Source: an optimization exercise on an open RTL-to-GDS flow (aim: small area). Production flows keep margins and buffers that such runs may drop. Only simulation tests tie the RTL to the original design; equivalence was not proved. No activity file was given, so power comes from the tool's default toggle rates.

v17:
Design i2c_core, start of the top module:
module i2c_core ( 
   prdata, i2c_if,
   sda_o, sda_oe, scl_o, scl_oe, sda_i, scl_i,
   pwrite, pwdata, psel, prst_n, penable, pclk, paddr
   );
input [7:0]		paddr;			 
input			pclk;			 
input			penable;		 
input			prst_n;			 
input			psel;			 
input [31:0]		pwdata;			 
input			pwrite;			 
output			i2c_if;			 
output [31:0]		prdata;			 
output sda_o, sda_oe, scl_o, scl_oe;
input sda_i, scl_i;
wire [6:0]		apb_add;		 
wire			apb_crx;		 
wire [1:0]		apb_csel;		 
wire			apb_ctx;		 
wire [7:0]		apb_data;		 
wire			apb_en;			 
wire			apb_ms;			 
wire			apb_rs;			 
wire			apb_rw;			 
wire			apb_rxff_rd;		 
wire			apb_sp;			 
wire [6:0]		apb_tadd;		 
wire			apb_txff_wr;		 
wire			i_clk;			 
wire			i_clock_en;		 
wire			i_clock_stop;		 
wire			i_mrs;			 
wire			i_rx_busy;		 
wire			i_rxff_wr;		 
wire			i_tx_busy;		 
wire			i_txff_rd;		 
wire [7:0]		rxff_data;		 
wire [7:0]		rxff_din;		 
wire			rxff_ov;		 
wire			rxff_rxne;		 
wire [7:0]		txff_data;		 
wire			txff_empty;		 
wire			txff_txnf;		 
i2c_interface 	ii( 
		   .i_rx_busy		(i_rx_busy),
		   .i_tx_busy		(i_tx_busy),
		   .i_txff_rd		(i_txff_rd),
		   .i_rxff_wr		(i_rxff_wr),
		   .rxff_din		(rxff_din[7:0]),
		   .i_clock_en		(i_clock_en),
		   .i_mrs		(i_mrs),
		   .i_clock_stop	(i_clock_stop),
		   .sda_o		(sda_o),
		   .sda_oe		(sda_oe),
		   .scl_o		(scl_o),
		   .scl_oe		(scl_oe),
		   .sda_i		(sda_i),
		   .scl_i		(scl_i),
		   .pclk		(pclk),
		   .prst_n		(prst_n),
		   .i_clk		(i_clk),
		   .txff_data		(txff_data[7:0]),
		   .apb_en		(apb_en),
		   .apb_ms		(apb_ms),
		   .apb_sp		(apb_sp),
		   .apb_rs		(apb_rs),
		   .apb_rw		(apb_rw),
		   .apb_csel		(apb_csel[1:0]),
		   .apb_add		(apb_add[6:0]),
		   .apb_tadd		(apb_tadd[6:0]),
		   .rxff_ov		(rxff_ov),
		   .txff_empty		(txff_empty));
i2c_apb			ia( 
  ...
export LEC_CHECK = 0
export CAP_MARGIN = 0
export CORE_MARGIN = 2
export CORE_UTILIZATION = 72
export PLACE_DENSITY = 0.82
export SLEW_MARGIN = 0
create_clock -name core_clock -period 10.0 [get_ports {pclk}]
standard.sh (not shown) runs the stock make flow with config.mk's settings and CLKGATE_MAP_FILE= SYNTH_SCRIPT=/design/flow/synth_recipe.tcl, a recipe that flattens the netlist after the stock synthesis.
==> flow/flow/run.sh <==
#!/bin/bash
# Layout flow: the standard synthesis, then an area-oriented re-mapping of the
# combinational logic only (every register instance is kept as synthesis made it),
# then the standard layout steps on the re-mapped netlist, with a smaller clock
# tree and smaller port buffers.
set -euo pipefail
W=$(pwd)
RES=$W/orfs/results/$FLOW_PLATFORM/i2c_core/base
PDK=$FLOW_HOME/platforms/$FLOW_PLATFORM
export LIB=$PDK/lib/sky130_fd_sc_hd__tt_025C_1v80.lib
YOSYS=$(command -v yosys || echo "$FLOW_HOME/../tools/install/yosys/bin/yosys")
export DONT_USE=$(sed -n '/DONT_USE_CELLS/,/^$/p' $PDK/config.mk | grep -o "sky130_fd_sc_hd__[A-Za-z0-9_]*" | sed 's/^/-dont_use /' | tr '\n' ' ')

# 1. standard synthesis
bash standard.sh synth > $W/synth.log 2>&1
cp $RES/1_2_yosys.v $W/std_synth.v

# 2. re-map the combinational logic for area with a few ABC scripts in parallel, keep
#    the smallest, then prove it equal to the standard netlist
AMAP="dch,-f;amap,-A,10,-F,5"
script() {
  case $1 in
    1) echo "+strash;$AMAP;strash;$AMAP;strash;$AMAP;topo;stime,-c" ;;
    2) echo "+&get,-n;&st;&deepsyn,-T,300,-S,0;&put;$AMAP;strash;$AMAP;topo;stime,-c" ;;
    3) echo "+&get,-n;&st;&deepsyn,-T,300,-S,1;&put;$AMAP;strash;$AMAP;topo;stime,-c" ;;
    4) echo "+&get,-n;&st;&deepsyn,-T,300,-S,2;&put;$AMAP;strash;$AMAP;topo;stime,-c" ;;
  esac
}
for n in 1 2 3 4; do
  ( export ABC_SCRIPT="$(script $n)" REMAP_OUT=remap_$n.v
    $YOSYS -c $W/flow/remap.tcl > $W/remap_$n.log 2>&1 || true ) &
done
wait
best=""; best_area=""
for n in 1 2 3 4; do
  a=$(grep "Chip area for module" $W/remap_$n.log 2>/dev/null | tail -1 | awk "{print \$NF}" || true)
  echo "script $n area ${a:-failed}" >> $W/remap_choice.log
  [[ -n "$a" && -f $W/remap_$n.v ]] || continue
  if [[ -z "$best" ]] || awk "BEGIN{exit !($a < $best_area)}"; then best=$n; best_area=$a; fi
done
echo "chosen $best" >> $W/remap_choice.log
cp $W/remap_$best.v $W/remap.v
$YOSYS -c $W/flow/equiv.tcl > $W/equiv.log 2>&1
cp $W/remap.v $RES/1_2_yosys.v
touch $RES/1_2_yosys.v

# 3. standard layout from the re-mapped netlist
export CTS_ARGS="-sink_clustering_enable -repair_clock_nets -sink_clustering_size 9 -sink_clustering_max_diameter 40 -buf_list sky130_fd_sc_hd__clkbuf_4 -dont_use_dummy_load"
export BUFFER_PORTS_ARGS="-buffer_cell sky130_fd_sc_hd__buf_1"
bash standard.sh > $W/layout.log 2>&1
==> flow/flow/remap.tcl <==
yosys -import
read_liberty -ignore_miss_func $::env(LIB)
blackbox sky130_fd_sc_hd__df* sky130_fd_sc_hd__edf* sky130_fd_sc_hd__sdf* sky130_fd_sc_hd__dl*
read_verilog std_synth.v
hierarchy -top $::env(FLOW_TOP)
flatten
opt -fast
stat -liberty $::env(LIB)
abc -liberty $::env(LIB) {*}$::env(DONT_USE) -script $::env(ABC_SCRIPT)
opt_clean -purge
hilomap -singleton -hicell sky130_fd_sc_hd__conb_1 HI -locell sky130_fd_sc_hd__conb_1 LO
insbuf -buf sky130_fd_sc_hd__buf_4 A X
splitnets
opt_clean -purge
stat -liberty $::env(LIB)
write_verilog -noattr -nohex -nodec $::env(REMAP_OUT)
Other scripts of this flow, unchanged in this note and not shown: flow/flow/equiv.tcl
v17 ended with every stage complete and zero timing, DRC or antenna violations.
Setup changes, v17 to v41
==> flow/flow/run.sh <==
#!/bin/bash
# Layout flow: the standard synthesis, then an area-oriented re-mapping of the
# combinational logic only (every register instance is kept as synthesis made it),
# then the standard layout steps on the re-mapped netlist, with a smaller clock
# tree and smaller port buffers.
set -euo pipefail
W=$(pwd)
RES=$W/orfs/results/$FLOW_PLATFORM/i2c_core/base
PDK=$FLOW_HOME/platforms/$FLOW_PLATFORM
export LIB=$PDK/lib/sky130_fd_sc_hd__tt_025C_1v80.lib
YOSYS=$(command -v yosys || echo "$FLOW_HOME/../tools/install/yosys/bin/yosys")
export DONT_USE=$(sed -n '/DONT_USE_CELLS/,/^$/p' $PDK/config.mk | grep -o "sky130_fd_sc_hd__[A-Za-z0-9_]*" | sed 's/^/-dont_use /' | tr '\n' ' ')

# 1. standard synthesis
bash standard.sh synth > $W/synth.log 2>&1
cp $RES/1_2_yosys.v $W/std_synth.v

# 2. re-map the combinational logic for area with a few ABC scripts, keep the smallest,
#    then prove it equal to the standard netlist
best=""; best_area=""
for n in 1 2 3 4; do
  case $n in
    1) export ABC_SCRIPT="+strash;dch,-f;amap,-A,10,-F,5;topo;stime,-c" ;;
    2) export ABC_SCRIPT="+strash;dch,-f;amap,-A,10,-F,5;strash;dch,-f;amap,-A,10,-F,5;topo;stime,-c" ;;
    3) export ABC_SCRIPT="+strash;dch;amap,-A,10,-F,5;topo;stime,-c" ;;
    4) export ABC_SCRIPT="+strash;dch,-f;amap,-A,10,-F,5;strash;dch,-f;amap,-A,10,-F,5;strash;dch,-f;amap,-A,10,-F,5;topo;stime,-c" ;;
  esac
  export REMAP_OUT=remap_$n.v
  $YOSYS -c $W/flow/remap.tcl > $W/remap_$n.log 2>&1
  a=$(grep "Chip area for module" $W/remap_$n.log | tail -1 | awk '{print $NF}')
  echo "script $n area $a" >> $W/remap_choice.log
  if [[ -z "$best" ]] || awk "BEGIN{exit !($a < $best_area)}"; then best=$n; best_area=$a; fi
done
echo "chosen $best" >> $W/remap_choice.log
cp $W/remap_$best.v $W/remap.v
$YOSYS -c $W/flow/equiv.tcl > $W/equiv.log 2>&1
cp $W/remap.v $RES/1_2_yosys.v
touch $RES/1_2_yosys.v

# 3. standard layout from the re-mapped netlist
export CTS_ARGS="-sink_clustering_enable -repair_clock_nets -sink_clustering_size 10 -sink_clustering_max_diameter 40 -buf_list sky130_fd_sc_hd__clkbuf_4 -dont_use_dummy_load"
export BUFFER_PORTS_ARGS="-buffer_cell sky130_fd_sc_hd__buf_1"
bash standard.sh > $W/layout.log 2>&1
--- a/flow/config.mk
+++ b/flow/config.mk
@@ -8,5 +8,5 @@
 export CAP_MARGIN = 0
 export CORE_MARGIN = 2
-export CORE_UTILIZATION = 72
-export PLACE_DENSITY = 0.82
+export CORE_UTILIZATION = 80
+export PLACE_DENSITY = 0.88
 export SLEW_MARGIN = 0
[summary]
v41 ended up with ii.s_cd[4] as its launch point of the critical path; v17 ended up with ia.apb_clk[0].
Number of multi-input combinational cells in the layout was lower in the run labelled v41.
When v41 is measured against v17, its post-detailed-route wirelength per cell turns out about 13% higher.
Sum of net half-perimeters after detailed placement: v41 > v17
Compared with v17, v41 shows combined area of all synthesized cells higher by 2.8%.
v41 vs. v17: post-layout minimum cycle time went down by 0.24 ns.
Row global routing met3 resource utilization: v41 higher / v17 lower
Of v41 and v17, the lower height of the chip belongs to v41.
In v41, the power share of the clock group came out 1.7 points below the value in v17.
Diff v17 -> v41: wire length up 4600 um, logic depth of the worst setup path including buffers grew by 4, final hold slack decreased 0.0093 ns.
A highest-delay cell along the critical path of sky130_fd_sc_hd__dfrtp_1 is what v17 shows, while sky130_fd_sc_hd__or4_1 belongs to v41.
Relative to v41, the following input files were edited for v59:
==> flow/flow/run.sh <==
#!/bin/bash
# Layout flow: the standard synthesis, then an area-oriented re-mapping of the
# combinational logic only (every register instance is kept as synthesis made it),
# then the standard layout steps on the re-mapped netlist, with a smaller clock
# tree and smaller port buffers.
set -euo pipefail
W=$(pwd)
RES=$W/orfs/results/$FLOW_PLATFORM/i2c_core/base
PDK=$FLOW_HOME/platforms/$FLOW_PLATFORM
export LIB=$PDK/lib/sky130_fd_sc_hd__tt_025C_1v80.lib
YOSYS=$(command -v yosys || echo "$FLOW_HOME/../tools/install/yosys/bin/yosys")
export DONT_USE=$(sed -n '/DONT_USE_CELLS/,/^$/p' $PDK/config.mk | grep -o "sky130_fd_sc_hd__[A-Za-z0-9_]*" | sed 's/^/-dont_use /' | tr '\n' ' ')

# 1. standard synthesis
bash standard.sh synth > $W/synth.log 2>&1
cp $RES/1_2_yosys.v $W/std_synth.v

# 2. re-map the combinational logic for area with a few ABC scripts in parallel, keep
#    the smallest, then prove it equal to the standard netlist
AMAP="dch,-f;amap,-A,10,-F,5"
script() {
  case $1 in
    1) echo "+strash;$AMAP;strash;$AMAP;strash;$AMAP;topo;stime,-c" ;;
    2) echo "+&get,-n;&st;&deepsyn,-T,600,-S,0;&put;$AMAP;strash;$AMAP;topo;stime,-c" ;;
    3) echo "+&get,-n;&st;&deepsyn,-T,600,-S,1;&put;$AMAP;strash;$AMAP;topo;stime,-c" ;;
    4) echo "+&get,-n;&st;&deepsyn,-T,600,-S,2;&put;$AMAP;strash;$AMAP;topo;stime,-c" ;;
  esac
}
for n in 1 2 3 4; do
  ( export ABC_SCRIPT="$(script $n)" REMAP_OUT=remap_$n.v
    $YOSYS -c $W/flow/remap.tcl > $W/remap_$n.log 2>&1 || true ) &
done
wait
best=""; best_area=""
for n in 1 2 3 4; do
  a=$(grep "Chip area for module" $W/remap_$n.log 2>/dev/null | tail -1 | awk "{print \$NF}" || true)
  echo "script $n area ${a:-failed}" >> $W/remap_choice.log
  [[ -n "$a" && -f $W/remap_$n.v ]] || continue
  if [[ -z "$best" ]] || awk "BEGIN{exit !($a < $best_area)}"; then best=$n; best_area=$a; fi
done
echo "chosen $best" >> $W/remap_choice.log
cp $W/remap_$best.v $W/remap.v
$YOSYS -c $W/flow/equiv.tcl > $W/equiv.log 2>&1
cp $W/remap.v $RES/1_2_yosys.v
touch $RES/1_2_yosys.v

# 3. standard layout from the re-mapped netlist
export CTS_ARGS="-sink_clustering_enable -repair_clock_nets -sink_clustering_size 9 -sink_clustering_max_diameter 40 -buf_list sky130_fd_sc_hd__clkbuf_4 -dont_use_dummy_load"
export BUFFER_PORTS_ARGS="-buffer_cell sky130_fd_sc_hd__buf_1"
bash standard.sh > $W/layout.log 2>&1
The combinational share of power reported for v59 is smaller than that of v41 by 1.7 points. For the clock period minus final worst setup slack, v59 came in 0.11 ns higher than v41 did. Worst hold path cell count came out exactly the same in v59 and v41. ~same total number of sequential cells in v59 and v41. Taking v41 as the reference point, the sum of met2 wire segment lengths after detailed routing of v59 falls by 6.8%. v59 ends up with higher part of the total power dissipated in the clock network than v41 does. For v41, the startpoint of the worst setup timing path was ii.s_cd[4], unlike v59, where it was paddr[0]. NOTE: cell count after placement in v59 falls short of that of v41. Relative slew slack (lower): v41. Going from v41 to v59, worst setup slack for register-to-register paths held steady, number of detailed-routing iterations run before antenna repair grew by 2, vias after detailed routing shrank by 1,327.

-- port drivers added, routing unchanged --
The results above use ideal ports. As a check the final layouts listed here were re-extracted and re-timed, cells and wires unchanged. Step 1 sets driving cells, clkbuf_16 on the clock port and buf_2 on the other inputs (assumed; they add their load-dependent delay and slew). Step 2 times the ports against the registers' clock, not the clock port: input delays grow and output delays shrink by t, the midpoint of the rising clock arrivals with the driver on. a / b / c = ideal ports / drivers / drivers and shift; a / b = the first two.
run	t (ns)	setup WS [ns]	slew at the worst register clock pin (ns)	worst data-port slew with drivers (ns)
v17	0.739	3.224 / 3.173 / 2.817	0.11 / 0.11	0.09
v41	0.781	3.469 / 3.420 / 3.041	0.12 / 0.12	0.04
v59	0.793	3.359 / 3.388 / 2.595	0.11 / 0.11	0.08
After both steps every run listed still meets setup and hold. For v59, which loses most, drivers alone change the setup slack by +0.029 ns; drivers and shift together by -0.764 ns.
